This design comes from an exercise in tuning for small area and a short achievable clock period on the open sky130 flow, not from production work.
No functional check of the RTL was part of any run shown here.
No run shown here takes its clock network from TritonCTS; it comes from the design's own scripts or RTL.
No driver is modelled on the clock port, so clock power and skew are understated where the tree is cut down; a real chip needs a root buffer or a tree.

==> flow/design.v (outline; a module is shown in full before it is edited, if it fits) <==
// module mult_top: 22 lines
// module full_adder: 7 lines
// module half_adder: 7 lines
// module inverter: 6 lines
// module signed_array_mplier: 4693 lines
module mult_top (
    input             clk,
    input      [31:0] mplier,
    input      [31:0] mcand,
    output     [63:0] product
);
  // ...
==> flow/flow/run.sh <==
#!/bin/bash
# Own layout flow: the standard flow (standard.sh) with the standard
# synthesis unchanged, then the layout steps with
#  - plain buffers (buf_2) on the ports,
#  - a two-level balanced clock tree (flow/cts_own.tcl) in place of ORFS's CTS,
#  - repair_timing aiming at a slack margin below the fixed clock period, so
#    that it sizes and buffers the multiplier's critical paths.
# The output of each make run is in make_*.log here; each step's log is in
# orfs/logs/.
set -euo pipefail
export OWN_FLOW_DIR=$(pwd)/flow
bash standard.sh synth > make_synth.log 2>&1
bash standard.sh \
  SETUP_SLACK_MARGIN=21.3 \
  "BUFFER_PORTS_ARGS=-buffer_cell sky130_fd_sc_hd__buf_2" \
  PRE_CTS_TCL=$OWN_FLOW_DIR/cts_own.tcl \
  finish > make_finish.log 2>&1
==> flow/flow/cts_own.tcl <==
set own_l1 sky130_fd_sc_hd__clkbuf_8
set own_l2 sky130_fd_sc_hd__clkbuf_16
set db [ord::get_db]
set block [ord::get_db_block]
set clk_net [$block findNet clk]
set sinks {}
foreach it [$clk_net getITerms] {
  set inst [$it getInst]
  set bb [$inst getBBox]
  set x [expr {([$bb xMin] + [$bb xMax]) / 2}]
  set y [expr {([$bb yMin] + [$bb yMax]) / 2}]
  lappend sinks [list $it $x $y]
}
puts "own cts: [llength $sinks] clock sinks"

# split items (lists whose elements 1, 2 are x, y) into two halves of equal
# size along the longer side of their bounding box
proc own_halves {items} {
  set xs {}; set ys {}
  foreach s $items { lappend xs [lindex $s 1]; lappend ys [lindex $s 2] }
  set xs [lsort -integer $xs]; set ys [lsort -integer $ys]
  set idx [expr {([lindex $xs end] - [lindex $xs 0]) >= ([lindex $ys end] - [lindex $ys 0]) ? 1 : 2}]
  set sorted [lsort -integer -index $idx $items]
  set h [expr {[llength $sorted] / 2}]
  return [list [lrange $sorted 0 [expr {$h - 1}]] [lrange $sorted $h end]]
}
proc own_centroid {items} {
  set sx 0; set sy 0
  foreach s $items { incr sx [lindex $s 1]; incr sy [lindex $s 2] }
  return [list [expr {$sx / [llength $items]}] [expr {$sy / [llength $items]}]]
}
proc own_buffer {name master in_net cx cy} {
  set block [ord::get_db_block]
  set inst [odb::dbInst_create $block $master $name]
  set net [odb::dbNet_create $block "${name}_net"]
  $net setSigType CLOCK
  [$inst findITerm A] connect $in_net
  [$inst findITerm X] connect $net
  set m [$inst getMaster]
  $inst setLocation [expr {$cx - [$m getWidth] / 2}] [expr {$cy - [$m getHeight] / 2}]
  $inst setPlacementStatus PLACED
  return $net
}

set m1 [$db findMaster $own_l1]
set m2 [$db findMaster $own_l2]
set quarters {}
foreach h [own_halves $sinks] { foreach q [own_halves $h] { lappend quarters $q } }
set qi 0
foreach q $quarters {
  set eighths [own_halves $q]
  set leaves {}
  foreach e $eighths { lappend leaves [concat [own_centroid $e]] }
  # first-level buffer midway between its two second-level buffers
  set c1 [own_centroid [list [concat x [lindex $leaves 0]] [concat x [lindex $leaves 1]]]]
  set n1 [own_buffer "clkbuf_own_l1_$qi" $m1 $clk_net [lindex $c1 0] [lindex $c1 1]]
  set ei 0
  foreach e $eighths {
    set c2 [own_centroid $e]
    set n2 [own_buffer "clkbuf_own_l2_${qi}_$ei" $m2 $n1 [lindex $c2 0] [lindex $c2 1]]
    foreach s $e {
      set it [lindex $s 0]
      $it disconnect
      $it connect $n2
    }
    puts "own cts: clkbuf_own_l2_${qi}_$ei drives [llength $e] registers"
    incr ei
  }
  incr qi
}
set_propagated_clock [all_clocks]
rename clock_tree_synthesis own_unused_clock_tree_synthesis
proc clock_tree_synthesis {args} {
  puts "own cts: ORFS clock_tree_synthesis skipped, two-level tree built by flow/cts_own.tcl"
}
==> flow/standard.sh <==
#!/bin/bash
# synth_recipe.tcl (not shown) runs the flow's synth.tcl, then flattens the netlist and writes it again
# the make line also repeats each setting of config.mk as NAME=value (left out here)
make -C /OpenROAD-flow-scripts/flow DESIGN_CONFIG=/design/flow/config.mk WORK_HOME=/design/flow/orfs CLKGATE_MAP_FILE= SYNTH_SCRIPT=/design/flow/synth_recipe.tcl "${@:-finish}"
==> flow/config.mk <==
export PLATFORM = sky130hd
export DESIGN_NAME = mult_top
export DESIGN_NICKNAME = mult_top
export VERILOG_FILES = /design/flow/design.v
export SDC_FILE = /design/flow/constraint.sdc
export NUM_CORES = 4
export LEC_CHECK = 0
export ABC_AREA = 1
export CAP_MARGIN = 20
export CORE_MARGIN = 2
export CORE_UTILIZATION = 40
export SLEW_MARGIN = 20
export SYNTH_HIERARCHICAL = 1
export SYNTH_MINIMUM_KEEP_SIZE = 0
==> flow/constraint.sdc <==
create_clock -name core_clock -period 28.0 [get_ports {clk}]
set_input_delay 5.6000 -clock core_clock [delete_from_list [all_inputs] [get_ports {clk}]]
set_output_delay 5.6000 -clock core_clock [all_outputs]
set_load 0.01 [all_outputs]
==> results_dict.tcl, run 1 <==
set metrics [dict create \
    outcome "timing/DRC/antenna clean" \
    layout_common_cells "531 x xnor2_1, 492 x o22ai_1, 427 x fa_1" \
    design_area_um2 26200 \
    start_util_pct 40.3 \
    netlist_instances 2586 \
    synth_seq_area_share_pct 10.3 \
    top_regs "product_q: 64 flops, mcand_q: 32 flops, mplier_q: 32 flops" \
    cp.depth 22 \
    synth_top_area_cell "fa_1" \
    syn_area_um2 24800 \
    slew_violations 0 \
    grt_pass1_vias 21500 \
    antenna_found_initial 1 \
    grt_use_met3_pct 3.46 \
    drive_gt1_share_pct 11.9 \
    crit_slowest_cell "fa_1" \
    synth_top_area_share_pct 34.4 \
    holdCritStartpoint "mplier_q[30]$_DFF_P_" \
    area_growth_syn_to_layout_pct 5.32 \
    grt_use_met2_pct 42.9 \
    fin_crit_ns 6.49 \
    startpoint_type "flip-flop" \
    worstMarginPinSlew_ns 0.714 \
    drt-wirelength-per-cell_um 23.3 \
    endpoint "product_q[48]$_DFF_P_" \
    crit_start "mplier_q[5]$_DFF_P_" \
    cpPeakStageDelay_ns 0.56 \
    synth_xor_area_share_pct 19.5 \
    placed_cells 3333 \
    multi_input_area_share_pct 77.5 \
    io_pins 129 \
    antenna_left 0 \
    ff_latch_area_um2 2580 \
    dpl.hpwl_um 59500 \
    synth-compound-area-share_pct 15.0 \
]
==> inputs of run 2 (changes only) <==
--- a/flow/design.v
+++ b/flow/design.v
@@ -2696,5 +2696,5 @@
     assign one_n1 = ~(mplier[2] ^ mplier[1]);
     assign two_n1 = ~((mplier[3] ^ mplier[2]) & one_n1);
-    assign neg1 = mplier[3] & ~(mplier[2] & mplier[1]);
+    assign neg1 = mplier[3] & ~(one_n1 & two_n1);
     assign tn1_0 = ~mplier[3];
     assign tn1_1 = ~(mcand[0] ^ mplier[3]);
@@ -2766,5 +2766,5 @@
     assign one_n2 = ~(mplier[4] ^ mplier[3]);
     assign two_n2 = ~((mplier[5] ^ mplier[4]) & one_n2);
-    assign neg2 = mplier[5] & ~(mplier[4] & mplier[3]);
+    assign neg2 = mplier[5] & ~(one_n2 & two_n2);
     assign tn2_0 = ~mplier[5];
     assign tn2_1 = ~(mcand[0] ^ mplier[5]);
@@ -2836,5 +2836,5 @@
     assign one_n3 = ~(mplier[6] ^ mplier[5]);
     assign two_n3 = ~((mplier[7] ^ mplier[6]) & one_n3);
-    assign neg3 = mplier[7] & ~(mplier[6] & mplier[5]);
+    assign neg3 = mplier[7] & ~(one_n3 & two_n3);
     assign tn3_0 = ~mplier[7];
     assign tn3_1 = ~(mcand[0] ^ mplier[7]);
@@ -2906,5 +2906,5 @@
     assign one_n4 = ~(mplier[8] ^ mplier[7]);
     assign two_n4 = ~((mplier[9] ^ mplier[8]) & one_n4);
-    assign neg4 = mplier[9] & ~(mplier[8] & mplier[7]);
+    assign neg4 = mplier[9] & ~(one_n4 & two_n4);
     assign tn4_0 = ~mplier[9];
     assign tn4_1 = ~(mcand[0] ^ mplier[9]);
@@ -2976,5 +2976,5 @@
     assign one_n5 = ~(mplier[10] ^ mplier[9]);
     assign two_n5 = ~((mplier[11] ^ mplier[10]) & one_n5);
-    assign neg5 = mplier[11] & ~(mplier[10] & mplier[9]);
+    assign neg5 = mplier[11] & ~(one_n5 & two_n5);
     assign tn5_0 = ~mplier[11];
     assign tn5_1 = ~(mcand[0] ^ mplier[11]);
@@ -3046,5 +3046,5 @@
     assign one_n6 = ~(mplier[12] ^ mplier[11]);
     assign two_n6 = ~((mplier[13] ^ mplier[12]) & one_n6);
-    assign neg6 = mplier[13] & ~(mplier[12] & mplier[11]);
+    assign neg6 = mplier[13] & ~(one_n6 & two_n6);
     assign tn6_0 = ~mplier[13];
     assign tn6_1 = ~(mcand[0] ^ mplier[13]);
@@ -3116,5 +3116,5 @@
     assign one_n7 = ~(mplier[14] ^ mplier[13]);
     assign two_n7 = ~((mplier[15] ^ mplier[14]) & one_n7);
-    assign neg7 = mplier[15] & ~(mplier[14] & mplier[13]);
+    assign neg7 = mplier[15] & ~(one_n7 & two_n7);
     assign tn7_0 = ~mplier[15];
     assign tn7_1 = ~(mcand[0] ^ mplier[15]);
@@ -3186,5 +3186,5 @@
     assign one_n8 = ~(mplier[16] ^ mplier[15]);
     assign two_n8 = ~((mplier[17] ^ mplier[16]) & one_n8);
-    assign neg8 = mplier[17] & ~(mplier[16] & mplier[15]);
+    assign neg8 = mplier[17] & ~(one_n8 & two_n8);
     assign tn8_0 = ~mplier[17];
     assign tn8_1 = ~(mcand[0] ^ mplier[17]);
@@ -3256,5 +3256,5 @@
     assign one_n9 = ~(mplier[18] ^ mplier[17]);
     assign two_n9 = ~((mplier[19] ^ mplier[18]) & one_n9);
-    assign neg9 = mplier[19] & ~(mplier[18] & mplier[17]);
+    assign neg9 = mplier[19] & ~(one_n9 & two_n9);
     assign tn9_0 = ~mplier[19];
     assign tn9_1 = ~(mcand[0] ^ mplier[19]);
@@ -3326,5 +3326,5 @@
     assign one_n10 = ~(mplier[20] ^ mplier[19]);
     assign two_n10 = ~((mplier[21] ^ mplier[20]) & one_n10);
-    assign neg10 = mplier[21] & ~(mplier[20] & mplier[19]);
+    assign neg10 = mplier[21] & ~(one_n10 & two_n10);
     assign tn10_0 = ~mplier[21];
     assign tn10_1 = ~(mcand[0] ^ mplier[21]);
@@ -3396,5 +3396,5 @@
     assign one_n11 = ~(mplier[22] ^ mplier[21]);
     assign two_n11 = ~((mplier[23] ^ mplier[22]) & one_n11);
-    assign neg11 = mplier[23] & ~(mplier[22] & mplier[21]);
+    assign neg11 = mplier[23] & ~(one_n11 & two_n11);
     assign tn11_0 = ~mplier[23];
     assign tn11_1 = ~(mcand[0] ^ mplier[23]);
@@ -3466,5 +3466,5 @@
     assign one_n12 = ~(mplier[24] ^ mplier[23]);
     assign two_n12 = ~((mplier[25] ^ mplier[24]) & one_n12);
-    assign neg12 = mplier[25] & ~(mplier[24] & mplier[23]);
+    assign neg12 = mplier[25] & ~(one_n12 & two_n12);
     assign tn12_0 = ~mplier[25];
     assign tn12_1 = ~(mcand[0] ^ mplier[25]);
@@ -3536,5 +3536,5 @@
     assign one_n13 = ~(mplier[26] ^ mplier[25]);
     assign two_n13 = ~((mplier[27] ^ mplier[26]) & one_n13);
-    assign neg13 = mplier[27] & ~(mplier[26] & mplier[25]);
+    assign neg13 = mplier[27] & ~(one_n13 & two_n13);
     assign tn13_0 = ~mplier[27];
     assign tn13_1 = ~(mcand[0] ^ mplier[27]);
@@ -3606,5 +3606,5 @@
     assign one_n14 = ~(mplier[28] ^ mplier[27]);
     assign two_n14 = ~((mplier[29] ^ mplier[28]) & one_n14);
-    assign neg14 = mplier[29] & ~(mplier[28] & mplier[27]);
+    assign neg14 = mplier[29] & ~(one_n14 & two_n14);
     assign tn14_0 = ~mplier[29];
     assign tn14_1 = ~(mcand[0] ^ mplier[29]);
@@ -3676,5 +3676,5 @@
     assign one_n15 = ~(mplier[30] ^ mplier[29]);
     assign two_n15 = ~((mplier[31] ^ mplier[30]) & one_n15);
-    assign neg15 = mplier[31] & ~(mplier[30] & mplier[29]);
+    assign neg15 = mplier[31] & ~(one_n15 & two_n15);
     assign tn15_0 = ~mplier[31];
     assign tn15_1 = ~(mcand[0] ^ mplier[31]);
--- a/flow/flow/run.sh
+++ b/flow/flow/run.sh
@@ -12,5 +12,5 @@
 bash standard.sh synth > make_synth.log 2>&1
 bash standard.sh \
-  SETUP_SLACK_MARGIN=21.3 \
+  SETUP_SLACK_MARGIN=21.45 \
   "BUFFER_PORTS_ARGS=-buffer_cell sky130_fd_sc_hd__buf_2" \
   PRE_CTS_TCL=$OWN_FLOW_DIR/cts_own.tcl \
==> results_dict.tcl, run 2 <==
set metrics [dict create \
    tns_ns 0 \
    cp.depth 1 \
    avgSynthCellArea_um2 9.44 \
    synth_common_cells "517 x xnor2_1, 505 x o22ai_1, 427 x fa_1, 202 x nand2_1, 183 x buf_2" \
    synth_nets 3268 \
    drt-wirelength-per-cell_um 23.4 \
    rows 91 \
    start_util_pct 40.5 \
    rr_worst_depth 26 \
    vias 20000 \
    synth.distinct_cells 40 \
    max_slew_margin_pct 51.2 \
    muxShareOfSynthArea_pct 0 \
    area_growth_syn_to_layout_pct 5.46 \
    startpoint_type "flip-flop" \
    antennaDiodeCount 0 \
    synth-compound-area-share_pct 14.7 \
    drt-pass1-iter-count 5 \
    slew_violations 0 \
    syn_area_um2 25000 \
    maxCapViolations 0 \
    grt_pass1_wl_um 125000 \
    crit_slowest_cell "dfxtp_1" \
    endpoint_kind "output pin" \
    critPathTopFamily "flip-flops" \
    grt_setup_unrepaired "no" \
    cts_hold_buf 0 \
    netlist_instances 2652 \
    synth_top_area_share_pct 34.1 \
    die_y_um 254 \
    synthArstFlopShare_pct 0 \
    gp_congestion 0.925 \
    core-area_um2 61800 \
    synth_most_common_cell "xnor2_1" \
    worstMarginPinSlew_ns 0.732 \
    synth_edf_count 0 \
    grt_max_degree 38 \
    yosys_warnings 7 \
    whs_path_depth 2 \
    top_regs "product_q: 64 flops, mcand_q: 32 flops, mplier_q: 32 flops" \
    synth_top_area_cell "fa_1" \
    final-hold-violation-count 0 \
    synth_xor_area_share_pct 19.3 \
    largest_reg_flops 64 \
    cpPeakStageDelay_ns 0.35 \
    crit_path_cell_trace "buf_2" \
    drt_first_iter_violations 1681 \
    synth-simple-area-share_pct 6.43 \
    critical_path_required_ns 22.40 \
    grt_use_total_pct 24.8 \
    routed_via_density 5.85 \
    drive_gt1_share_pct 11.8 \
    overflow 0 \
    fp.dieW_um 254 \
    grt_pass1_vias 21600 \
    synth_top_family_by_area "adder cells" \
    layout_commonest_cell "xnor2_1" \
    crit_type "reg -> out" \
    dpl.hpwl_um 59600 \
    max_freq_mhz 156 \
    finalClockSkew_ns 0.0448 \
    wl_um 80000 \
    antenna_left 0 \
    fin_crit_ns 6.40 \
    clk_pin_slew_ns 0.09 \
    synthFlopType "dfxtp_1" \
    clock_latency_ns 0.33 \
    io_pins 129 \
    arrival_ns 0.80 \
    synth.area.top_cells "fa_1 34%, xnor2_1 18%, o22ai_1 13%, dfxtp_1 10%, ha_1 6.2%" \
    hp-class "reg -> reg" \
    regMostFlops "product_q" \
    dp_slack_ns 20.35 \
    dieArea_um2 64600 \
    layout_common_cells "517 x xnor2_1, 499 x o22ai_1, 427 x fa_1" \
    port_buffers 128 \
    path_max_fanout 1 \
    antenna_found_initial 2 \
    nNetsFinal 3199 \
    synth_seq_area_share_pct 10.2 \
    post-route-drc-count 0 \
    path_buf_inv 1 \
    fin_ws_ns 21.60 \
    setup_viol_count_final 0 \
    outcome "timing/DRC/antenna clean" \
    synthAdderAreaFrac_pct 40.3 \
    ys_ff_latch 128 \
    period_share_pct 22.9 \
]
[run 2: cell types whose count changed after synthesis, moves of 4 or more]
cell      previous run  this run
xor2_1              21        35
xnor2_1            531       517
or2_1                0        16
o21bai_1             9        13
o22ai_1            494       505
o22a_1              13         0
o21ai_0              6        10
nor2_1              76        82
buf_2              127       183
ha_1               139       124
inv_1              145       161
a21o_1               9         3
clkbuf_1            92        45
nand2_1            173       202
[run 2: final timing paths]
| path | from | endpoint | slack (ns) |
|---|---|---|---|
| worst max-delay path | product_q[48]$_DFF_P_ | product[48] | 21.60 |
| worst min-delay path | mplier_q[1]$_DFF_P_ | product_q[0]$_DFF_P_ | 0.80 |
| worst max register to register | mplier_q[19]$_DFF_P_ | product_q[48]$_DFF_P_ | 21.66 |
| worst min register to register | mplier_q[1]$_DFF_P_ | product_q[0]$_DFF_P_ | 0.80 |
[run 2: layout make-up]
class                      count  area [µm²]
fill                        5988       35400
multi-input combinational   2057       20300
sequential                   128        2590
timing repair buffer         217        1560
tap                          837        1050
inverter                     166         627
buffer                        12         255
timing repair inverter         1        7.51
[run 2: logic make-up after synthesis]
| kind of cell | after synthesis |
|---|---|
| AOI/OAI and AO/OA | 586 |
| xor gates and xnor gates | 552 |
| adders and majority gates | 551 |
| buffers and inverters | 468 |
| DFF | 128 |
| and+or+nand+nor | 367 |
[run 2: timing repair]
action / CTS / global route
pin swaps: 0 / 3
gates resized for setup: 27 / 45
setup buffers: 3 / 11
setup endpoints to repair: 47 / 31
gates cloned: 1 / 3
[run 2: layer usage]
metal  wire length (µm)  track usage, %  up-vias
li1                   -               -     8717
met1              31200            31.3    10100
met2              38600            42.5      999
met3               6630            4.31      216
met4               3480            9.04        2
met5                 10               0        -
[run 2: metrics by stage]
stage	utilization, %	hold slack [ns]	cell area (µm²)	cells
after floorplan	-	0.540	25000	2652
after global placement	41.5	0.946	25700	3388
after detailed placement	41.5	0.943	25700	3388
after CTS	42.2	0.881	26100	3404
after global routing	42.7	0.831	26400	3418
final	42.7	0.795	26400	3418
[run 2: Yosys stat by module (local to each module, per instance), excerpt]
module / flip-flops and latches / cells inside
half_adder: 0 / 1
full_adder: 0 / 1
mult_top: 128 / 128

==> afterwards: timing with drivers on the ports <==
The flow's constraints put no driver on any port. The routed layouts listed below were extracted and timed again, unchanged, in two steps.
Step 1 (the two cells are an assumption about what drives the block):
set clk [get_ports {clk}]
set_driving_cell -lib_cell sky130_fd_sc_hd__clkbuf_16 $clk
set_driving_cell -lib_cell sky130_fd_sc_hd__buf_2 [delete_from_list [all_inputs] $clk]
Step 2 times the ports against the registers' clock, not the clock port: input delays grow and output delays shrink by t, the midpoint of the rising clock arrivals with the driver on.
a / b / c = ideal ports / drivers / drivers and shift; a / b = the first two.
run | shift t [ns] | setup WS [ns] | hold WS [ns] | worst setup path at the end | clock arrival spread, ns
run 1 | 0.426 | 21.514 / 21.483 / 21.514 | 0.925 / 0.925 / 0.925 | register to register | 0.054 / 0.054
run 2 | 0.426 | 21.600 / 21.481 / 21.657 | 0.795 / 0.795 / 0.795 | register to register | 0.047 / 0.047
After both steps setup and hold are still met in every run listed.
